From an optimization exercise on the open Yosys and OpenROAD flow, aimed at small area; shortcuts taken in it are not production practice. Only simulation tests tie the RTL to the original design; equivalence was not proved. Power and IR drop assume default switching activity.

File: flow/flow/run.sh
#!/bin/bash
# Own layout flow: the standard ORFS flow (standard.sh) with
#  - small port buffers,
#  - the pixel_vld fanout driven by a few location-clustered buffers
#    (flow/vld_tree.tcl, run after global placement),
#  - a lean clock tree: no dummy clock loads, small root/branch buffers.
# make and the ORFS step logs (orfs/logs/...) hold each tool's output;
# standard.log holds what standard.sh prints.
set -euo pipefail
export BUFFER_PORTS_ARGS="-buffer_cell sky130_fd_sc_hd__buf_1"
export CTS_ARGS="-sink_clustering_enable -repair_clock_nets -dont_use_dummy_load -buf_list sky130_fd_sc_hd__clkbuf_8 -root_buf sky130_fd_sc_hd__clkbuf_2 -tree_buf sky130_fd_sc_hd__clkbuf_2 -sink_clustering_buffer sky130_fd_sc_hd__clkbuf_8 -sink_clustering_size 20 -sink_clustering_max_diameter 60"
export POST_GLOBAL_PLACE_TCL="$PWD/flow/vld_tree.tcl"
export VLD_TREE_K=6
export VLD_TREE_CELL=sky130_fd_sc_hd__buf_4
bash standard.sh > standard.log 2>&1
File: flow/constraint.sdc
create_clock -name core_clock -period 5.0 [get_ports {clk}]
set_input_delay 1.0000 -clock core_clock [delete_from_list [all_inputs] [get_ports {clk}]]
set_output_delay 1.0000 -clock core_clock [all_outputs]
set_load 0.01 [all_outputs]
File: flow/flow/vld_tree.tcl
# Post-global-placement hook: rebuild the buffer tree on pixel_vld (the
# shift-register enables). The buffers that placement's timing repair put on
# the net are removed, the port buffer is sized back down, and the loads are
# split by location over a few buffers placed at their clusters' centres.
set block [ord::get_db_block]
set dbu [$block getDbUnitsPerMicron]
set pnet [[$block findBTerm pixel_vld] getNet]
set pbuf ""
foreach it [$pnet getITerms] {
  if { [$it isInputSignal] } { set pbuf [$it getInst] }
}
# buffers below the port buffer
set tree {}
set front [list [[$pbuf findITerm X] getNet]]
while { [llength $front] > 0 } {
  set next {}
  foreach net $front {
    foreach it [$net getITerms] {
      if { ![$it isInputSignal] } { continue }
      set inst [$it getInst]
      set lc [get_lib_cells -of_objects [get_cells [$inst getName]]]
      if { [get_property $lc is_buffer] } {
        lappend tree [$inst getName]
        lappend next [[$inst findITerm X] getNet]
      }
    }
  }
  set front $next
}
if { [llength $tree] > 0 } {
  remove_buffers {*}$tree
}
replace_cell [get_cells [$pbuf getName]] sky130_fd_sc_hd__buf_1
set onet [[$pbuf findITerm X] getNet]
set loads {}
foreach it [$onet getITerms] {
  if { [$it isInputSignal] } {
    set bb [[$it getInst] getBBox]
    lappend loads [list [expr {([$bb xMin] + [$bb xMax]) / 2}] \
      [expr {([$bb yMin] + [$bb yMax]) / 2}] \
      "[[$it getInst] getName]/[[$it getMTerm] getName]"]
  }
}
set n [llength $loads]
set k $::env(VLD_TREE_K)
set cols [expr {int(ceil(sqrt($k)))}]
set rows [expr {int(ceil(double($k) / $cols))}]
set byx [lsort -integer -index 0 $loads]
set per_col [expr {int(ceil(double($n) / $cols))}]
set g 0
for {set c 0} {$c < $cols} {incr c} {
  set colset [lsort -integer -index 1 \
    [lrange $byx [expr {$c * $per_col}] [expr {($c + 1) * $per_col - 1}]]]
  set m [llength $colset]
  if { $m == 0 } { continue }
  set per_row [expr {int(ceil(double($m) / $rows))}]
  for {set r 0} {$r < $rows} {incr r} {
    set grp [lrange $colset [expr {$r * $per_row}] [expr {($r + 1) * $per_row - 1}]]
    if { [llength $grp] == 0 } { continue }
    set sx 0
    set sy 0
    set pins {}
    foreach l $grp {
      set sx [expr {$sx + [lindex $l 0]}]
      set sy [expr {$sy + [lindex $l 1]}]
      lappend pins [get_pins [lindex $l 2]]
    }
    set x [expr {double($sx) / [llength $grp] / $dbu}]
    set y [expr {double($sy) / [llength $grp] / $dbu}]
    insert_buffer -buffer_cell $::env(VLD_TREE_CELL) -net [get_nets [$onet getName]] \
      -load_pins $pins -location [list $x $y] -buffer_name vldbuf_$g
    incr g
  }
}
puts "vld_tree: removed [llength $tree] buffers; $n loads of pixel_vld split over $g $::env(VLD_TREE_CELL) buffers"
File: flow/config.mk
export PLATFORM = sky130hd
export DESIGN_NAME = gaussian_blur
export DESIGN_NICKNAME = gaussian_blur
export VERILOG_FILES = /design/flow/design.v
export SDC_FILE = /design/flow/constraint.sdc
export NUM_CORES = 4
export LEC_CHECK = 0
export CAP_MARGIN = 20
export CORE_MARGIN = 2
export CORE_UTILIZATION = 40
export SLEW_MARGIN = 20
File: flow/design.v
module window_gen #(
    parameter int DATA_W = 8,
    parameter int IMG_W  = 32
)(
    input  logic              clk,
    input  logic              pixel_vld,
    input  logic [DATA_W-1:0] pixel_in,
    output logic [DATA_W-1:0] tap32,
    output logic [DATA_W-1:0] tap64
);
    logic [DATA_W-1:0] sr [0:2*IMG_W-1];
    always_ff @(posedge clk) begin
        if (pixel_vld) begin
            sr[0] <= pixel_in;
            for (int i = 1; i < 2*IMG_W; i++)
                sr[i] <= sr[i-1];
        end
    end
    assign tap32 = sr[IMG_W-1];
    assign tap64 = sr[2*IMG_W-1];
endmodule
module gaussian_blur (
  input  logic        clk,
  input  logic        rst_n,
  input  logic [7:0]  pixel_in,
  input  logic        pixel_vld,
  output logic [7:0]  pixel_out,
  output logic        pixel_vld_out
);
  localparam int IMG_W = 32;
  localparam int IMG_H = 24;
  logic [7:0] tap32, tap64;
  window_gen #(.DATA_W(8), .IMG_W(IMG_W)) win0 (
    .clk      (clk),
    .pixel_vld(pixel_vld),
    .pixel_in (pixel_in),
    .tap32    (tap32),
    .tap64    (tap64)
  );
  logic [8:0]  cs_s;
  logic [9:0]  cs_c;
  logic [10:0] rc0;
  logic [9:0]  vin;
  assign cs_s[0] = tap64[0] ^ pixel_in[0];
  assign cs_c[0] = 1'b0;
  assign cs_c[1] = tap64[0] & pixel_in[0];
  for (genvar i = 1; i < 8; i++) begin : g_csa0
    assign {cs_c[i+1], cs_s[i]} = tap64[i] + pixel_in[i] + tap32[i-1];
  end
  assign cs_s[8] = tap32[7];
  assign cs_c[9] = 1'b0;
  assign rc0[0] = 1'b0;
  for (genvar i = 0; i < 10; i++) begin : g_cpa0
    logic a;
    assign a = (i < 9) ? cs_s[i] : 1'b0;
    assign {rc0[i+1], vin[i]} = a + cs_c[i] + rc0[i];
  end
  logic [9:0] v0, v1, v2;
  always_ff @(posedge clk) begin
    if (pixel_vld) begin
      v0 <= vin;
      v1 <= v0;
      v2 <= v1;
    end
  end
  logic [11:0] sum;
  logic [10:0] ss_s;
  logic [11:0] ss_c;
  logic [12:0] rc1;
  assign ss_s[0] = v2[0] ^ v0[0];
  assign ss_c[0] = 1'b0;
  assign ss_c[1] = v2[0] & v0[0];
  for (genvar i = 1; i < 10; i++) begin : g_csa1
    assign {ss_c[i+1], ss_s[i]} = v2[i] + v0[i] + v1[i-1];
  end
  assign ss_s[10] = v1[9];
  assign ss_c[11] = 1'b0;
  assign rc1[0] = 1'b0;
  for (genvar i = 0; i < 12; i++) begin : g_cpa1
    logic a;
    assign a = (i < 11) ? ss_s[i] : 1'b0;
    assign {rc1[i+1], sum[i]} = a + ss_c[i] + rc1[i];
  end
  logic [1:0] vld_pipe;
  always_ff @(posedge clk or negedge rst_n) begin
    if (!rst_n) begin
      vld_pipe      <= 2'b0;
      pixel_vld_out <= 1'b0;
    end else begin
      vld_pipe      <= {vld_pipe[0], pixel_vld};
      pixel_vld_out <= vld_pipe[1];
    end
  end
  logic [7:0] pos;
  logic [1:0] third;
  always_ff @(posedge clk or negedge rst_n) begin
    if (!rst_n) begin
      pos   <= '0;
      third <= '0;
    end else if (vld_pipe[1]) begin
      pos <= pos + 1'b1;
      if (&pos)
        third <= (third == 2'd2) ? 2'd0 : third + 1'b1;
    end
  end
  always_ff @(posedge clk) begin
    if (pos[7:5] == 3'd0 && third == 2'd0)
      pixel_out <= sum[9:2];
    else
      pixel_out <= sum[11:4];
  end
endmodule
File: flow/standard.sh
#!/bin/bash
# synth_recipe.tcl (not shown) runs the flow's synth.tcl, then flattens the netlist and writes it again
# the make line also repeats each setting of config.mk as NAME=value (left out here)
make -C /OpenROAD-flow-scripts/flow DESIGN_CONFIG=/design/flow/config.mk WORK_HOME=/design/flow/orfs CLKGATE_MAP_FILE= SYNTH_SCRIPT=/design/flow/synth_recipe.tcl "${@:-finish}"
==> run summary, run 1 <==
status -> complete, no violations
Synth Area in XOR/XNOR -> 0.3457%
switching power -> 1671 uW
Initial Util -> 40.28%
chip height -> 214.6 um
Post-Synthesis Cells -> 634
clock network power share -> 22.3%
Worst-Skew Late Latency -> 860 ps
proportion of synthesized area in mux cells -> 0.6984%
Synth Flop Type -> edfxtp_1
Area Growth Syn to Fin -> 7.676%
setup_tns -> 0 ps
cell row count -> 77
fillers -> 3663
dpl ws -> -170.8 ps
number of max-cap violations -> 0
Core ar. -> 44030 um2
post-synth cell types -> 17
# IOs -> 20
Mapped Nets -> 680
Nets -> 743
final period utilization -> 97.21%
Post-DP HPWL -> 10.20 mm
largest net degree at the start of global routing -> 92
routed vias -> 5728
met1 usage in global routing -> 14.58%
Final ANT Viol Nets -> 0
Clock Tree Root -> clkbuf_2
Setup Skew -> 91.24 ps
Mapped Area -> 17740 um2
post-route setup slack -> 139.3 ps
Reg area -> 16760 um2
Syn. warnings -> 3
count leader, synth -> edfxtp_1
Adder-Cell Fraction of Synth Area -> 3.824%
GR Overflow Total -> 0
register area share after synthesis -> 94.50%
1st-pass router iterations -> 4
register bit count reported by yosys -> 563
EDFF count, synth -> 542
H-tree depth -> 2
port buffer count -> 19
post-layout util -> 43.37%
pwr/cell area -> 420.8 nW/um2
Critical Path RT -> 5690 ps
Cells after DPL -> 1251
Final Hold Viols -> 0
Worst Hold Class -> input pin to asynchronous set/reset pin
Tightest Pin Transition -> 1048 ps
met3 Usage GRT -> 2.113%
area occupied by multi-input gates -> 980.9 um2
total track usage -> 9.188%
Crit. End Element -> flip-flop
RSZ-0062 raised after global routing -> false
Reg power frac -> 71.0%
die area -> 46040 um2
main combinational cell family by area after synthesis -> adder cells
design internal power -> 6365 uW
synthesized-area fraction occupied by and/or/nand/nor cells -> 0.5220%
VDD IR max -> 0.2347 mV
post-synthesis area per instance -> 27.97 um2
R2R Setup Slk -> 140 ps
Final Max Slew Viols -> 0
post-synth top area cell -> edfxtp_1
minimum clock period after layout -> 4861 ps
Comb pwr share -> 6.7%
initial antenna violation count -> 1
fmax -> 205.7 MHz
DR iter-0 viols -> 670
Critical Setup Path Class -> flip-flop to flip-flop
Die Wd -> 214.6 um
CTS tree -> done
commonest cells in the netlist -> edfxtp_1, fa_1, dfrtp_1
wire per inst -> 16.28 um
DR vias/cell -> 4.447
Pleak -> 0.006223 uW
Startpoint Class -> flip-flop
first-pass GRT wire length -> 33.49 mm
hold buffer count at cts -> 0
top cell type's share of synthesized area -> 91.77%
total CTS buffers -> 35
layout cells sized above 1 -> 9.065%
WL final -> 20.97 mm
drc violations -> 0
vias in the first global route -> 5891
Post-synth ARST share -> 2.309%
Compound-Gate Fraction of Synth Area -> 0%
sw frac -> 20.79%
critical path data arrival time -> 5550 ps
CP max FO -> 2
fin cells -> 1288
Setup violations, final -> 0
busiest grt layer -> met1
CTS Buffer Depth -> 3
Worst-path clk slew -> 110 ps
Area contributors post-synth -> edfxtp_1, fa_1, dfrtp_1
clk sink count -> 563
Rel. slew slack -> 30.15%
met2 GRT Util -> 12.50%
-- layout by cell type (no fill, tap or decap), types with 3 or more instances in the layout --
master / Yosys / layout
edfxtp_1: 542 / 542
clkbuf_8: 0 / 30
fa_1: 32 / 24
buf_1: 0 / 19
dfrtp_1: 13 / 13
mux2_2: 11 / 11
fa_2: 0 / 8
dfxtp_1: 8 / 8
xnor2_1: 6 / 6
inv_1: 5 / 5
clkbuf_2: 0 / 5
nand3_1: 3 / 3
nand4_1: 3 / 3
ha_1: 3 / 3
buf_6: 0 / 3
buf_4: 0 / 3
-- state kept, by name, indices dropped and copies added, names as in the netlist --
register	cells
pos	8
pixel_out	8
third	2
v0	10
v2	10
vld_pipe	2
pixel_vld_out	1
win0.sr	512
v1	10
-- power by group through the flow --
stage          logic, uW  clock network (uW)  registers [uW]
2_1_floorplan        323                   0            5770
3_3_place_gp         546                   0            5800
3_5_place_dp         562                   0            5820
4_1_cts              561                1900            5720
5_1_grt              629                2050            5750
6_report             540                1790            5710
-- path summary, 6_finish.rpt --
kind,start,endpoint,cells past startpoint
worst max-delay path,v0[1],pixel_out[6],12
worst min-delay path,rst_n,pixel_vld_out,1
worst max register to register,v0[1],pixel_out[6],12
worst min register to register,vld_pipe[0],vld_pipe[1],0
max in group asynchronous,rst_n,pos[0],1
min in group core_clock,vld_pipe[0],vld_pipe[1],0
-- worst max-delay path, stage by stage (launching register included) --
cell	delay [ps]
edfxtp_1	460
fa_1	500
and3_4	170
fa_2	370
fa_2	370
fa_2	360
fa_2	340
fa_2	350
fa_2	380
fa_2	390
fa_2	340
fa_1	420
mux2_2	260
-- cells by family after synthesis --
kind of cell / Yosys count
adders and majority gates: 35
muxes: 11
DFF: 563
buffers and inverters: 5
and+or+nand+nor: 13
xor gates and xnor gates: 7
-- metal layers --
layer	part of all wire (%)	wire [um]
met5	0	0
met4	2.0	424
met3	3.8	787
met2	41	8578
met1	53	11180
-- through the flow --
step / instance area [um2] / power, uW / hold slack [ps]
after floorplan: 17760 / 6091 / 331.2
after global placement: 18700 / 6347 / 334.5
after detailed placement: 18610 / 6378 / 334.7
after CTS: 19060 / 8184 / 88.41
after global routing: 19100 / 8428 / 179.3
final: 19100 / 8036 / 214.6
-- area by class of cell --
type                    count  area share (%)
flip-flops and latches    563           87.77
well taps                 592           3.879
repair buffers             26          0.8124
multi-input cells          66           5.137
clock buffers              35           2.293
diodes                      1         0.01310
inverters                   5         0.09828
-- repair_timing --
action                     in CTS  in global routing
pin swaps                       4                 10
gates resized for setup         1                  0
cloned                          0                  0
setup buffers                   0                  0
setup endpoints to repair       2                  1
==> run 2, diff against run 1 <==
--- a/flow/flow/run.sh
+++ b/flow/flow/run.sh
@@ -10,6 +10,6 @@
 export BUFFER_PORTS_ARGS="-buffer_cell sky130_fd_sc_hd__buf_1"
 export CTS_ARGS="-sink_clustering_enable -repair_clock_nets -dont_use_dummy_load -buf_list sky130_fd_sc_hd__clkbuf_8 -root_buf sky130_fd_sc_hd__clkbuf_2 -tree_buf sky130_fd_sc_hd__clkbuf_2 -sink_clustering_buffer sky130_fd_sc_hd__clkbuf_8 -sink_clustering_size 20 -sink_clustering_max_diameter 60"
 export POST_GLOBAL_PLACE_TCL="$PWD/flow/vld_tree.tcl"
-export VLD_TREE_K=6
-export VLD_TREE_CELL=sky130_fd_sc_hd__buf_4
+export VLD_TREE_K=4
+export VLD_TREE_CELL=sky130_fd_sc_hd__buf_6
 bash standard.sh > standard.log 2>&1
==> run 2 against run 1 <==
Synthesized area did not move. Non-clock buffer count fell by 3. Critical path depth did not move. Die area did not move. Synthesized cell count did not move. Clock power barely moved. Sequential cell count did not move. Clock-buffer cell count did not move. Clock skew rose by 45 ps. Fmax rose by 0.35%. Register-to-register slack improved by 20 ps. Sequential power barely moved. Largest cell class unchanged. Highest routed layer unchanged.
==> run summary, run 2 <==
status -> complete, no violations
wire per inst -> 16.30 um (about the same)
Final Hold Viols -> 0 (unchanged)
chip height -> 214.6 um (unchanged)
Post-synth ARST share -> 2.309% (unchanged)
commonest cells in the netlist -> edfxtp_1, fa_1, dfrtp_1
hold buffer count at cts -> 0 (unchanged)
pwr/cell area -> 421.1 nW/um2 (about the same)
sw frac -> 20.73% (-0.060 points)
Post-DP HPWL -> 9.976 mm (-2.2%)
Initial Util -> 40.28% (unchanged)
minimum clock period after layout -> 4844 ps (-16.92 ps)
largest net degree at the start of global routing -> 137 (+49%)
Cells after DPL -> 1249 (-0.16%)
total track usage -> 9.122% (-0.066 points)
clk sink count -> 563 (unchanged)
DR iter-0 viols -> 606 (-9.6%)
Pleak -> 0.006206 uW (-0.26%)
post-synth top area cell -> edfxtp_1
critical path data arrival time -> 5530 ps (-20 ps)
Area contributors post-synth -> edfxtp_1, fa_1, dfrtp_1
Clock Tree Root -> clkbuf_2
Biggest register -> win0.sr
setup_tns -> 0 ps (unchanged)
EDFF count, synth -> 542 (unchanged)
Critical Setup Path Class -> flip-flop to flip-flop
CP max FO -> 2 (unchanged)
Post-Synthesis Cells -> 634 (unchanged)
Mapped Area -> 17740 um2 (unchanged)
first-pass GRT wire length -> 33.18 mm (-0.90%)
Die Wd -> 214.6 um (unchanged)
switching power -> 1665 uW (-0.38%)
Reg power frac -> 71.1% (about the same)
DR vias/cell -> 4.462 (+0.34%)
Worst-Skew Late Latency -> 910 ps (+50 ps)
Startpoint Class -> flip-flop
Rel. slew slack -> 32.38% (+2.2 points)
CTS Buffer Depth -> 3 (unchanged)
register area share after synthesis -> 94.50% (unchanged)
total CTS buffers -> 35 (unchanged)
WL final -> 20.94 mm (-0.14%)
VDD IR max -> 0.2299 mV (-2.0%)
Final Max Slew Viols -> 0 (unchanged)
# Post-CTS Setup Buffers -> 0 (unchanged)
cell row count -> 77 (unchanged)
Syn. warnings -> 3 (unchanged)
fin cells -> 1285 (-0.23%)
drc violations -> 0 (unchanged)
most frequent cells in the layout -> edfxtp_1, clkbuf_8, fa_1, buf_1, dfrtp_1
initial antenna violation count -> 1 (unchanged)
post-synthesis area per instance -> 27.97 um2 (unchanged)
top cell type's share of synthesized area -> 91.77% (unchanged)
port buffer count -> 19 (unchanged)
fmax -> 206.4 MHz (+0.35%)
number of max-cap violations -> 0 (unchanged)
Tightest Pin Transition -> 1014 ps (-33.38 ps)
Area Growth Syn to Fin -> 7.513%
clock network power share -> 22.2% (about the same)
Synth Flop Type -> edfxtp_1
WHS -> 225.0 ps (+10.35 ps)
H-tree depth -> 2 (unchanged)
Worst Hold Class -> input pin to asynchronous set/reset pin
Critical Path RT -> 5690 ps (about the same)
die area -> 46040 um2 (unchanged)
Comb pwr share -> 6.7% (about the same)
# IOs -> 20 (unchanged)
Nets -> 740 (-0.40%)
Setup Skew -> 136.3 ps (+45.03 ps)
register bit count reported by yosys -> 563 (unchanged)
max reg flops -> 512 (unchanged)
final period utilization -> 96.88% (-0.34 points)
RSZ-0062 raised after global routing -> true
Setup violations, final -> 0 (unchanged)
post-synth cell types -> 17 (unchanged)
count leader, synth -> edfxtp_1
routed vias -> 5734 (+0.10%)
commonest non-fill, non-tap cell in the layout -> edfxtp_1
Mapped Nets -> 680 (unchanged)
dpl ws -> -198.8 ps (-27.95 ps)
post-route setup slack -> 156.2 ps (+16.92 ps)
vias in the first global route -> 5912 (+0.36%)
Final ANT Viol Nets -> 0 (unchanged)
fillers -> 3646 (-0.46%)
1st-pass router iterations -> 5 (+1)
layout cells sized above 1 -> 8.671% (-0.39 points)
GR Overflow Total -> 0 (unchanged)
Crit. End Element -> flip-flop
Core ar. -> 44030 um2 (unchanged)
Worst-path clk slew -> 110 ps (about the same)
CTS tree -> done
design internal power -> 6364 uW (about the same)
run 2: layout make-up:
class,instances,area [um2],area share (%)
Sequential cell,563,16760,87.90
Timing Repair Buffer,23,126.4,0.6627
Clock buffer,35,437.9,2.297
Tap cell,592,740.7,3.885
Antenna cell,1,2.502,0.01312
Multi-Input combinational cell,66,980.9,5.144
Inverter,5,18.77,0.09843
run 2: worst max-delay path: stages, from the launching register on:
cell and delay [ps]:
edfxtp_1 450, fa_1 500, and3_4 160, fa_2 340
fa_2 360, fa_2 340, fa_2 340, fa_2 350
fa_2 370, fa_2 370, fa_2 340, fa_1 430
mux2_2 260
run 2: cell families after synthesis:
| logic type | Yosys count | share of synthesized area (%) |
|---|---|---|
| AND/OR/NAND/NOR | 13 | 0.5220 |
| flip-flops | 563 | 94.50 |
| adder cells (fa/ha/maj) | 35 | 3.824 |
| buffers and inverters | 5 | 0.1058 |
| multiplexers | 11 | 0.6984 |
| XOR/XNOR | 7 | 0.3457 |
run 2: layer usage:
metal	vias up	GRT usage (%)	part of all wire [%]
met4	0	3.032	2.0
met5	-	0	0
met2	82	12.37	41
li1	2589	-	-
met3	35	2.284	3.9
met1	3028	14.37	53
run 2: through the flow:
stage | power (uW) | util [%] | area (um2)
2_1_floorplan | 6091 | - | 17760
3_3_place_gp | 6347 | 42.48 | 18700
3_5_place_dp | 6376 | 42.27 | 18610
4_1_cts | 8190 | 43.28 | 19060
5_1_grt | 8440 | 43.31 | 19070
6_report | 8029 | 43.31 | 19070
run 2: final timing paths:
kind	start	to	slack (ps)	cells past startpoint
setup / recovery	v0[1]	pixel_out[6]	160	12
hold reg to reg	win0.sr[60][0]	win0.sr[61][0]	320	0
max in group asynchronous	rst_n	third[1]	4310	1
setup reg to reg	v0[1]	pixel_out[6]	160	12
min in group core_clock	win0.sr[60][0]	win0.sr[61][0]	320	0
hold / removal	rst_n	pos[4]	220	1
run 2: repair_timing:
item / 4_1_cts / 5_1_grt
pin swaps: 5 / 8
resized for setup: 1 / 0
gates cloned: 0 / 0
endpoints found under the setup margin: 2 / 2
run 2: power groups by stage:
stage               registers (uW)  logic [uW]  clock network [uW]
finish                        5710         536                1780
global route                  5750         624                2060
CTS                           5720         560                1910
detailed placement            5810         561                   0
global placement              5800         546                   0
floorplan                     5770         323                   0
==> run 3, diff against run 2 <==
--- a/flow/flow/run.sh
+++ b/flow/flow/run.sh
@@ -8,7 +8,7 @@
 # standard.log holds what standard.sh prints.
 set -euo pipefail
 export BUFFER_PORTS_ARGS="-buffer_cell sky130_fd_sc_hd__buf_1"
-export CTS_ARGS="-sink_clustering_enable -repair_clock_nets -dont_use_dummy_load -buf_list sky130_fd_sc_hd__clkbuf_8 -root_buf sky130_fd_sc_hd__clkbuf_2 -tree_buf sky130_fd_sc_hd__clkbuf_2 -sink_clustering_buffer sky130_fd_sc_hd__clkbuf_8 -sink_clustering_size 20 -sink_clustering_max_diameter 60"
+export CTS_ARGS="-sink_clustering_enable -repair_clock_nets -dont_use_dummy_load -buf_list sky130_fd_sc_hd__clkbuf_8 -root_buf sky130_fd_sc_hd__clkbuf_2 -tree_buf sky130_fd_sc_hd__clkbuf_2 -sink_clustering_buffer sky130_fd_sc_hd__clkbuf_8 -sink_clustering_size 21 -sink_clustering_max_diameter 60"
 export POST_GLOBAL_PLACE_TCL="$PWD/flow/vld_tree.tcl"
 export VLD_TREE_K=4
 export VLD_TREE_CELL=sky130_fd_sc_hd__buf_6
==> run 3 against run 2 <==
Still clean. Synthesized area is the same. Register-to-register slack barely moved. Setup slack better by 13 ps. Clock skew fell by 66 ps. Global-route usage is 0.060 points lower. Final area hardly changed. Clock power is essentially flat. Critical endpoint unchanged.
==> run summary, run 3 <==
initial antenna violation count -> 1 (unchanged)
Clock Tree Root -> clkbuf_2
total track usage -> 9.063% (-0.060 points)
Tightest Pin Transition -> 1010 ps (-4.432 ps)
Post-synth ARST share -> 2.309% (unchanged)
Worst-Skew Late Latency -> 880 ps (-30 ps)
# IOs -> 20 (unchanged)
Post-Synthesis Cells -> 634 (unchanged)
Rel. slew slack -> 32.67% (+0.30 points)
Startpoint Class -> flip-flop
setup_tns -> 0 ps (unchanged)
max reg flops -> 512 (unchanged)
vias in the first global route -> 5907 (-0.085%)
1st-pass router iterations -> 5 (unchanged)
CTS tree -> done
chip height -> 214.6 um (unchanged)
Biggest register -> win0.sr
H-tree depth -> 2 (unchanged)
routed vias -> 5748 (+0.24%)
post-synth cell types -> 17 (unchanged)
Die Wd -> 214.6 um (unchanged)
Mapped Area -> 17740 um2 (unchanged)
total CTS buffers -> 34 (-2.9%)
register bit count reported by yosys -> 563 (unchanged)
WL final -> 20.83 mm (-0.55%)
post-synthesis area per instance -> 27.97 um2 (unchanged)
Area Growth Syn to Fin -> 7.435% (about the same)
Critical Setup Path Class -> flip-flop to flip-flop
count leader, synth -> edfxtp_1
Mapped Nets -> 680 (unchanged)
RSZ-0062 raised after global routing -> false
fillers -> 3647 (+0.027%)
Setup violations, final -> 0 (unchanged)
Nets -> 739 (-0.14%)
Worst Hold Class -> input pin to asynchronous set/reset pin
Syn. warnings -> 3 (unchanged)
post-layout util -> 43.28% (about the same)
EDFF count, synth -> 542 (unchanged)
commonest non-fill, non-tap cell in the layout -> edfxtp_1
most frequent cells in the layout -> edfxtp_1, clkbuf_8, fa_1, buf_1, dfrtp_1
Core ar. -> 44030 um2 (unchanged)
final period utilization -> 96.61% (-0.27 points)
hold buffer count at cts -> 0 (unchanged)
CP max FO -> 2 (unchanged)
VDD IR max -> 0.2303 mV (+0.19%)
Critical Path RT -> 5760 ps (+70 ps)
wire per inst -> 16.22 um (-0.48%)
# Post-CTS Setup Buffers -> 0 (unchanged)
Initial Util -> 40.28% (unchanged)
pwr/cell area -> 420.4 nW/um2 (-0.16%)
critical path data arrival time -> 5590 ps (+60 ps)
layout cells sized above 1 -> 8.538% (-0.13 points)
register area share after synthesis -> 94.50% (unchanged)
Pleak -> 0.006199 uW (-0.12%)
commonest cells in the netlist -> edfxtp_1, fa_1, dfrtp_1
Cells after DPL -> 1249 (unchanged)
drc violations -> 0 (unchanged)
minimum clock period after layout -> 4830 ps (-13.50 ps)
Final ANT Viol Nets -> 0 (unchanged)
area occupied by multi-input gates -> 980.9 um2 (unchanged)
fin area -> 19050 um2 (about the same)
GR Overflow Total -> 0 (unchanged)
Setup Skew -> 70.67 ps (-65.60 ps)
largest net degree at the start of global routing -> 137 (unchanged)
clk sink count -> 563 (unchanged)
fin cells -> 1284 (-0.078%)
die area -> 46040 um2 (unchanged)
Crit. End Element -> flip-flop
first-pass GRT wire length -> 33.05 mm (-0.39%)
top cell type's share of synthesized area -> 91.77% (unchanged)
Final Max Slew Viols -> 0 (unchanged)
DR vias/cell -> 4.477 (+0.32%)
status -> complete, no violations
port buffer count -> 19 (unchanged)
Area after DPL -> 18610 um2 (unchanged)
Reg area -> 16760 um2 (unchanged)
Synth Flop Type -> edfxtp_1
worst r2r path cells -> 12 (unchanged)
Post-DP HPWL -> 9.976 mm (unchanged)
CTS Buffer Depth -> 3 (unchanged)
post-synth top area cell -> edfxtp_1
Final Hold Viols -> 0 (unchanged)
Worst-path clk slew -> 120 ps (about the same)
DR iter-0 viols -> 632 (+4.3%)
fmax -> 207.0 MHz (+0.28%)
number of max-cap violations -> 0 (unchanged)
Area contributors post-synth -> edfxtp_1, fa_1, dfrtp_1
WHS -> 154.7 ps (-70.28 ps)
cell row count -> 77 (unchanged)
-- run 3: cell types whose count changed in the layout (fill, tap and decap cells not counted) --
cell,before,now
clkbuf_8,34,33
-- run 3: area by class of cell --
type                    count  area share (%)
well taps                 592           3.887
flip-flops and latches    563           87.96
clock buffers              34           2.226
repair buffers             23          0.6632
diodes                      1         0.01313
multi-input cells          66           5.148
inverters                   5         0.09850
-- run 3: worst max-delay path, cell delays in order, from the launching register on --
cell      delay, ps
edfxtp_1        450
fa_1            500
and3_4          170
fa_2            380
fa_2            340
fa_2            340
fa_2            340
fa_2            350
fa_2            370
fa_2            350
fa_2            400
fa_1            450
mux2_2          260
-- run 3: cell families (layout without fill, tap and decap cells) --
family	Yosys count	after routing	share of synthesized area (%)
DFF	563	563	94.50
adders and majority gates	35	35	3.824
and+or+nand+nor	13	13	0.5220
muxes	11	11	0.6984
xor gates and xnor gates	7	7	0.3457
buffers and inverters	5	62	0.1058
other	0	1	0
-- run 3: where the power goes --
group | total [uW] | internal, uW | switching [uW]
Sequential | 5710 | 5560 | 149
Clock | 1770 | 540 | 1230
Combinational | 535 | 247 | 288
Total | 8010 | 6350 | 1660
-- run 3: worst paths after layout --
path / from / end / slack [ps]
worst max-delay path: v0[1] / pixel_out[6] / 170
worst min-delay path: rst_n / pos[2] / 150
worst max register to register: v0[1] / pixel_out[6] / 170
worst min register to register: win0.sr[38][2] / win0.sr[39][2] / 360
max in group asynchronous: rst_n / pos[0] / 4370
min in group core_clock: pixel_in[0] / win0.sr[0][0] / 340
-- run 3: what timing repair did --
item,in CTS,in global routing
pin swaps,4,4
endpoints found under the setup margin,2,2
gates resized for setup,1,0
-- run 3: per-stage QoR --
stage,setup WS [ps],total power (uW)
after floorplan,38.12,6091
after global placement,-189.1,6347
after detailed placement,-198.8,6376
after CTS,37.88,8154
after global routing,9.748,8401
final,169.7,8011
-- run 3: per-layer routing --
metal  global-route usage (%)  up-vias  share of wire [%]
met2                    12.32       78                 41
met5                        0        -                  0
met1                    14.33     3037                 53
li1                         -     2593                  -
met4                    3.032        0                2.1
met3                    2.156       40                3.6
==> run 4, diff against run 3 <==
--- a/flow/flow/run.sh
+++ b/flow/flow/run.sh
@@ -8,7 +8,7 @@
 # standard.log holds what standard.sh prints.
 set -euo pipefail
 export BUFFER_PORTS_ARGS="-buffer_cell sky130_fd_sc_hd__buf_1"
-export CTS_ARGS="-sink_clustering_enable -repair_clock_nets -dont_use_dummy_load -buf_list sky130_fd_sc_hd__clkbuf_8 -root_buf sky130_fd_sc_hd__clkbuf_2 -tree_buf sky130_fd_sc_hd__clkbuf_2 -sink_clustering_buffer sky130_fd_sc_hd__clkbuf_8 -sink_clustering_size 21 -sink_clustering_max_diameter 60"
+export CTS_ARGS="-sink_clustering_enable -repair_clock_nets -dont_use_dummy_load -buf_list sky130_fd_sc_hd__clkbuf_8 -root_buf sky130_fd_sc_hd__clkbuf_2 -tree_buf sky130_fd_sc_hd__clkbuf_2 -sink_clustering_buffer sky130_fd_sc_hd__clkbuf_8 -sink_clustering_size 20 -sink_clustering_max_diameter 80"
 export POST_GLOBAL_PLACE_TCL="$PWD/flow/vld_tree.tcl"
 export VLD_TREE_K=4
 export VLD_TREE_CELL=sky130_fd_sc_hd__buf_6
--- a/flow/config.mk
+++ b/flow/config.mk
@@ -7,5 +7,5 @@
 export LEC_CHECK = 0
 export CAP_MARGIN = 20
 export CORE_MARGIN = 2
-export CORE_UTILIZATION = 40
+export CORE_UTILIZATION = 60
 export SLEW_MARGIN = 20
==> run 4 against run 3 <==
Still clean. Hold slack better by 81 ps. Clock-buffer cell count unchanged. Final area down 1.3%. Combinational power up 2%. Register-to-register slack about the same. Synthesized cell count unchanged. Critical endpoint unchanged. Largest power group unchanged. Highest routed layer unchanged.
==> run summary, run 4 <==
status -> complete, no violations
Tightest Pin Transition -> 1026 ps (+16.30 ps)
fillers -> 1850 (-49%)
Post-synth ARST share -> 2.309% (unchanged)
Compound-Gate Fraction of Synth Area -> 0% (unchanged)
commonest non-fill, non-tap cell in the layout -> edfxtp_1
register area share after synthesis -> 94.50% (unchanged)
Initial Util -> 61.29% (+21 points)
Final ANT Viol Nets -> 0 (unchanged)
# IOs -> 20 (unchanged)
Post-DP HPWL -> 9.295 mm (-6.8%)
Setup violations, final -> 0 (unchanged)
Biggest register -> win0.sr
layout cells sized above 1 -> 8.802% (+0.26 points)
Clock Tree Root -> clkbuf_2
Mapped Area -> 17740 um2 (unchanged)
commonest cells in the netlist -> edfxtp_1, fa_1, dfrtp_1
routed vias -> 5695 (-0.92%)
Synth Area in XOR/XNOR -> 0.3457% (unchanged)
Nets -> 741 (+0.27%)
hold buffer count at cts -> 0 (unchanged)
clock network power share -> 21.6% (-0.5 points)
Critical Setup Path Class -> flip-flop to flip-flop
pwr/cell area -> 424.0 nW/um2 (+0.85%)
minimum clock period after layout -> 4844 ps (+13.84 ps)
Cells after DPL -> 1043 (-16%)
Core ar. -> 28940 um2 (-34%)
main combinational cell family by area after synthesis -> adder cells
vias in the first global route -> 5615 (-4.9%)
Synth Flop Type -> edfxtp_1
Reg power frac -> 71.5% (+0.2 points)
Area contributors post-synth -> edfxtp_1, fa_1, dfrtp_1
critical path data arrival time -> 5500 ps (-90 ps)
H-tree depth -> 2 (unchanged)
total CTS buffers -> 34 (unchanged)
top cell type's share of synthesized area -> 91.77% (unchanged)
GR Overflow Total -> 0 (unchanged)
CP max FO -> 1 (-1)
cell row count -> 62 (-19%)
Startpoint Class -> flip-flop
WL final -> 19.79 mm (-5.0%)
port buffer count -> 19 (unchanged)
VDD IR max -> 0.2857 mV (+24%)
Worst-path clk slew -> 110 ps (about the same)
first-pass GRT wire length -> 31.02 mm (-6.1%)
setup_tns -> 0 ps (unchanged)
EDFF count, synth -> 542 (unchanged)
Comb pwr share -> 6.9% (+0.2 points)
RSZ-0062 raised after global routing -> false
initial antenna violation count -> 1 (unchanged)
fmax -> 206.4 MHz (-0.29%)
Crit. End Element -> flip-flop
Post-Synthesis Cells -> 634 (unchanged)
design internal power -> 6352 uW (about the same)
Syn. warnings -> 3 (unchanged)
count leader, synth -> edfxtp_1
wire per inst -> 18.35 um (+13%)
post-synthesis area per instance -> 27.97 um2 (unchanged)
fin cells -> 1078 (-16%)
Adder-Cell Fraction of Synth Area -> 3.824% (unchanged)
drc violations -> 0 (unchanged)
largest net degree at the start of global routing -> 137 (unchanged)
total track usage -> 13.03% (+4.0 points)
proportion of synthesized area in mux cells -> 0.6984% (unchanged)
clk sink count -> 563 (unchanged)
Die Wd -> 175.9 um (-18%)
chip height -> 175.9 um (-18%)
Critical Path RT -> 5660 ps (-100 ps)
switching power -> 1623 uW (-2.4%)
Worst Hold Class -> input pin to asynchronous set/reset pin
Mapped Nets -> 680 (unchanged)
Setup Skew -> 61.76 ps (-8.907 ps)
Final Hold Viols -> 0 (unchanged)
R2R Setup Slk -> 160 ps (about the same)
sw frac -> 20.35% (-0.42 points)
Final Max Slew Viols -> 0 (unchanged)
Area Growth Syn to Fin -> 6.053%
final period utilization -> 96.88% (+0.28 points)
max reg flops -> 512 (unchanged)
# Post-CTS Setup Buffers -> 0 (unchanged)
DR iter-0 viols -> 584 (-7.6%)
Pleak -> 0.006209 uW (+0.15%)
most frequent cells in the layout -> edfxtp_1, clkbuf_8, fa_1, buf_1, dfrtp_1
number of max-cap violations -> 0 (unchanged)
DR vias/cell -> 5.283 (+18%)
die area -> 30950 um2 (-33%)
CTS Buffer Depth -> 3 (unchanged)
post-synth cell types -> 17 (unchanged)
Rel. slew slack -> 31.59% (-1.1 points)
Worst-Skew Late Latency -> 780 ps (-100 ps)
1st-pass router iterations -> 6 (+1)
post-synth top area cell -> edfxtp_1
CTS tree -> done
register bit count reported by yosys -> 563 (unchanged)
synthesized-area fraction occupied by and/or/nand/nor cells -> 0.5220% (unchanged)
-- run 4: power groups by stage --
stage               Sequential [uW]  Combinational, uW  Clock [uW]
global placement               5800                550           0
CTS                            5710                566        1840
detailed placement             5810                566           0
global route                   5740                622        2000
finish                         5700                547        1730
floorplan                      5770                323           0
-- run 4: cell families (layout without fill, tap and decap cells) --
logic type	after synthesis	in the layout
mux	11	11
xor+xnor	7	7
other cells	0	1
flops	563	563
simple gates	13	13
buf+inv	5	64
fa+ha+maj	35	35
-- run 4: final timing paths --
path | cells after the start | to | from
min | 1 | pos[5] | rst_n
min in group core_clock | 0 | win0.sr[14][2] | win0.sr[13][2]
min reg2reg | 0 | win0.sr[14][2] | win0.sr[13][2]
max reg2reg | 12 | pixel_out[6] | v2[1]
max | 12 | pixel_out[6] | v2[1]
max in group asynchronous | 1 | pos[0] | rst_n
-- run 4: final cells by class --
type	count	area, um2	share of cell area [%]
inverters	5	18.77	0.09978
well taps	384	480.5	2.554
diodes	1	2.502	0.01330
repair buffers	25	141.4	0.7517
flip-flops and latches	563	16760	89.11
clock buffers	34	424.2	2.255
multi-input cells	66	980.9	5.215
-- run 4: critical path, cell delays in order (launching register included) --
cell,delay [ps]
edfxtp_1,420
fa_1,490
and3_4,170
fa_2,380
fa_2,350
fa_2,350
fa_2,350
fa_2,390
fa_2,350
fa_2,360
fa_2,400
fa_1,460
mux2_2,260
-- run 4: timing repair --
action / 4_1_cts / 5_1_grt
pin swaps: 3 / 2
setup endpoints to repair: 2 / 1
resized for setup: 0 / 1
-- run 4: stage by stage --
stage	setup slack [ps]	utilization, %	total power [uW]	hold WS (ps)	instance area [um2]
floorplan	38.12	-	6091	331.2	17760
global placement	-170.7	63.77	6349	334.5	18450
detailed placement	-190.6	63.48	6374	345.0	18370
CTS	8.264	64.94	8118	142.9	18790
global route	29.29	65.00	8363	218.2	18810
finish	155.8	65.00	7975	235.3	18810
-- run 4: per-layer routing --
layer / up-vias / GRT usage, % / routed length [um]
met5: - / 0 / 0
met1: 2994 / 22.21 / 10580
met3: 37 / 2.412 / 592
met2: 67 / 17.26 / 8083
li1: 2597 / - / -
met4: 0 / 4.511 / 525
==> run 5, diff against run 4 <==
--- a/flow/config.mk
+++ b/flow/config.mk
@@ -7,5 +7,5 @@
 export LEC_CHECK = 0
 export CAP_MARGIN = 20
 export CORE_MARGIN = 2
-export CORE_UTILIZATION = 60
+export CORE_UTILIZATION = 40
 export SLEW_MARGIN = 20
==> run 5 against run 4 <==
Hold slack got worse by 18 ps. Clock power increased by 2%. Clock-buffer cell count unchanged. Final area increased by 1.3%. Setup slack got worse by 17 ps. Via count increased by 0.58%. Sequential cell count unchanged. Register-to-register slack got worse by 20 ps. Sequential power about the same. Synthesized area unchanged. Wire length increased by 5.6%. Largest cell class unchanged.
==> run summary, run 5 <==
Initial Util -> 40.28% (-21 points)
DR iter-0 viols -> 640 (+9.6%)
largest net degree at the start of global routing -> 137 (unchanged)
Comb pwr share -> 6.7% (-0.2 points)
H-tree depth -> 2 (unchanged)
Final Hold Viols -> 0 (unchanged)
met2 GRT Util -> 12.44% (-4.8 points)
Adder-Cell Fraction of Synth Area -> 3.824% (unchanged)
Tightest Pin Transition -> 1016 ps (-9.865 ps)
routed vias -> 5728 (+0.58%)
clock network power share -> 22.0% (+0.4 points)
port buffer count -> 19 (unchanged)
layout cells sized above 1 -> 8.538% (-0.26 points)
RSZ-0062 raised after global routing -> false
busiest grt layer -> met1
design internal power -> 6348 uW (about the same)
Mapped Area -> 17740 um2 (unchanged)
pwr/cell area -> 420.4 nW/um2 (-0.85%)
Final Max Slew Viols -> 0 (unchanged)
chip height -> 214.6 um (+22%)
Reg power frac -> 71.3% (-0.2 points)
WL final -> 20.88 mm (+5.6%)
Area contributors post-synth -> edfxtp_1, fa_1, dfrtp_1
Worst Hold Class -> input pin to asynchronous set/reset pin
commonest cells in the netlist -> edfxtp_1, fa_1, dfrtp_1
Syn. warnings -> 3 (unchanged)
count leader, synth -> edfxtp_1
top cell type's share of synthesized area -> 91.77% (unchanged)
register area share after synthesis -> 94.50% (unchanged)
met1 usage in global routing -> 14.25% (-8.0 points)
Final ANT Viol Nets -> 0 (unchanged)
CTS Buffer Depth -> 3 (unchanged)
Pleak -> 0.006199 uW (-0.15%)
Compound-Gate Fraction of Synth Area -> 0% (unchanged)
number of max-cap violations -> 0 (unchanged)
Area Growth Syn to Fin -> 7.435%
GR Overflow Total -> 0 (unchanged)
Biggest register -> win0.sr
hold buffer count at cts -> 0 (unchanged)
wire per inst -> 16.26 um (-11%)
CP max FO -> 2 (+1)
post-synth top area cell -> edfxtp_1
die area -> 46040 um2 (+49%)
total track usage -> 9.069% (-4.0 points)
VDD IR max -> 0.2397 mV (-16%)
Core ar. -> 44030 um2 (+52%)
Worst-path clk slew -> 120 ps (about the same)
Nets -> 739 (-0.27%)
Die Wd -> 214.6 um (+22%)
critical path data arrival time -> 5550 ps (+50 ps)
Synth Flop Type -> edfxtp_1
max reg flops -> 512 (unchanged)
1st-pass router iterations -> 4 (-2)
final period utilization -> 97.22% (+0.34 points)
synthesized-area fraction occupied by and/or/nand/nor cells -> 0.5220% (unchanged)
post-synthesis area per instance -> 27.97 um2 (unchanged)
cell row count -> 77 (+24%)
Crit. End Element -> flip-flop
switching power -> 1663 uW (+2.4%)
minimum clock period after layout -> 4861 ps (+16.76 ps)
DR vias/cell -> 4.461 (-16%)
Critical Setup Path Class -> flip-flop to flip-flop
met3 Usage GRT -> 2.071% (-0.34 points)
CTS tree -> done
Clock Tree Root -> clkbuf_2
vias in the first global route -> 5926 (+5.5%)
post-layout util -> 43.28% (-22 points)
Startpoint Class -> flip-flop
Overall Power -> 8010 uW (+0.44%)
post-synth cell types -> 17 (unchanged)
Post-synth ARST share -> 2.309% (unchanged)
Worst-Skew Late Latency -> 870 ps (+90 ps)
Post-Synthesis Cells -> 634 (unchanged)
register bit count reported by yosys -> 563 (unchanged)
clk sink count -> 563 (unchanged)
Setup violations, final -> 0 (unchanged)
fmax -> 205.7 MHz (-0.34%)
drc violations -> 0 (unchanged)
sw frac -> 20.76% (+0.41 points)
EDFF count, synth -> 542 (unchanged)
Critical Path RT -> 5680 ps (+20 ps)
commonest non-fill, non-tap cell in the layout -> edfxtp_1
# IOs -> 20 (unchanged)
initial antenna violation count -> 1 (unchanged)
Synth Area in XOR/XNOR -> 0.3457% (unchanged)
status -> complete, no violations
Rel. slew slack -> 32.25% (+0.66 points)
first-pass GRT wire length -> 33.02 mm (+6.4%)
Setup Skew -> 87.18 ps (+25.41 ps)
proportion of synthesized area in mux cells -> 0.6984% (unchanged)
most frequent cells in the layout -> edfxtp_1, clkbuf_8, fa_1, buf_1, dfrtp_1
total CTS buffers -> 34 (unchanged)
main combinational cell family by area after synthesis -> adder cells
Mapped Nets -> 680 (unchanged)
Post-DP HPWL -> 9.976 mm (+7.3%)
==> run 5: cell count changes in the layout (fill, tap and decap cells not counted) <==
cell,change
buf_4,-2
==> run 5: power groups by stage <==
stage                     Clock [uW]  Combinational (uW)  Sequential (uW)
after global placement             0                 546             5800
final                           1770                 536             5710
after CTS                       1880                 561             5720
after floorplan                    0                 323             5770
after detailed placement           0                 561             5810
after global routing            2030                 624             5750
==> run 5: kinds of logic after synthesis <==
kind of cell / Yosys count
buffers and inverters: 5
AND/OR/NAND/NOR: 13
flip-flops: 563
multiplexers: 11
XOR/XNOR: 7
adder cells (fa/ha/maj): 35
==> run 5: timing repair <==
item                       4_1_cts  5_1_grt
hold endpoints to repair         0        0
pin swaps                        4        4
gates resized for setup          1        0
setup buffers                    0        0
setup endpoints to repair        2        2
==> run 5: area by class of cell <==
| type | count | area, um2 |
|---|---|---|
| multi-input cells | 66 | 980.9 |
| well taps | 592 | 740.7 |
| fillers | 3645 | 24970 |
| flip-flops and latches | 563 | 16760 |
| repair buffers | 23 | 126.4 |
| inverters | 5 | 18.77 |
| diodes | 1 | 2.502 |
| clock buffers | 34 | 424.2 |
==> run 5: path summary, 6_finish.rpt <==
| check | start | end | slack (ps) | depth (start not counted) |
|---|---|---|---|---|
| max | v0[1] | pixel_out[6] | 140 | 12 |
| max reg2reg | v0[1] | pixel_out[6] | 140 | 12 |
| max in group asynchronous | rst_n | pos[1] | 4340 | 1 |
| min in group core_clock | vld_pipe[0] | vld_pipe[1] | 360 | 0 |
| min | rst_n | pos[5] | 220 | 1 |
| min reg2reg | vld_pipe[0] | vld_pipe[1] | 360 | 0 |
==> run 5: worst max-delay path, stage by stage (launching register included) <==
cell and delay (ps):
edfxtp_1 460, fa_1 500, and3_4 170, fa_2 380
fa_2 340, fa_2 340, fa_2 340, fa_2 350
fa_2 370, fa_2 350, fa_2 400, fa_1 450
mux2_2 260
==> run 5: per-layer routing <==
metal | vias up | wire length, um
li1 | 2590 | -
met1 | 3025 | 11130
met2 | 70 | 8495
met3 | 43 | 730
met4 | 0 | 524
met5 | - | 0
==> run 5: stage by stage <==
stage	area (um2)	TNS [ps]	worst slack, ps	cells	hold WS [ps]
2_1_floorplan	17760	0	38.12	634	331.2
3_3_place_gp	18700	-342.7	-189.1	1256	334.5
3_5_place_dp	18610	-539.6	-198.8	1249	334.7
4_1_cts	19040	0	41.91	1283	98.67
5_1_grt	19050	0	11.77	1284	196.6
6_report	19050	0	139.1	1284	217.1

re-timing with driven ports:
How much do the figures lean on ideal ports? The routed layouts below were timed once more, with nothing changed but the port constraints.
Step 1 sets driving cells, clkbuf_16 on the clock port and buf_2 on the other inputs (assumed; they add their load-dependent delay and slew).
Step 2 moves the port delays by t, midway between the first and last clock arrival at a register: inputs arrive t later, outputs are due t later. That takes back most of the time a late clock gives input paths.
Slacks: no drivers / after step 1 / after step 2; pairs: no drivers / after step 1.
run	t (ns)	setup WS [ns]	hold slack, ns
run 1	0.854	0.139 / 0.139 / -0.070	0.215 / 0.215 / 0.357
run 2	0.873	0.156 / 0.156 / -0.102	0.225 / 0.211 / 0.316
run 3	0.877	0.170 / 0.170 / -0.118	0.155 / 0.145 / 0.359
run 4	0.801	0.156 / 0.156 / -0.090	0.235 / 0.216 / 0.346
run 5	0.865	0.139 / 0.139 / -0.089	0.217 / 0.205 / 0.356
With both steps, setup timing fails in every run listed, where it was met with ideal ports. The setup slack of run 3, which loses most, moves by 0.000 ns with the drivers and by -0.288 ns with both steps.
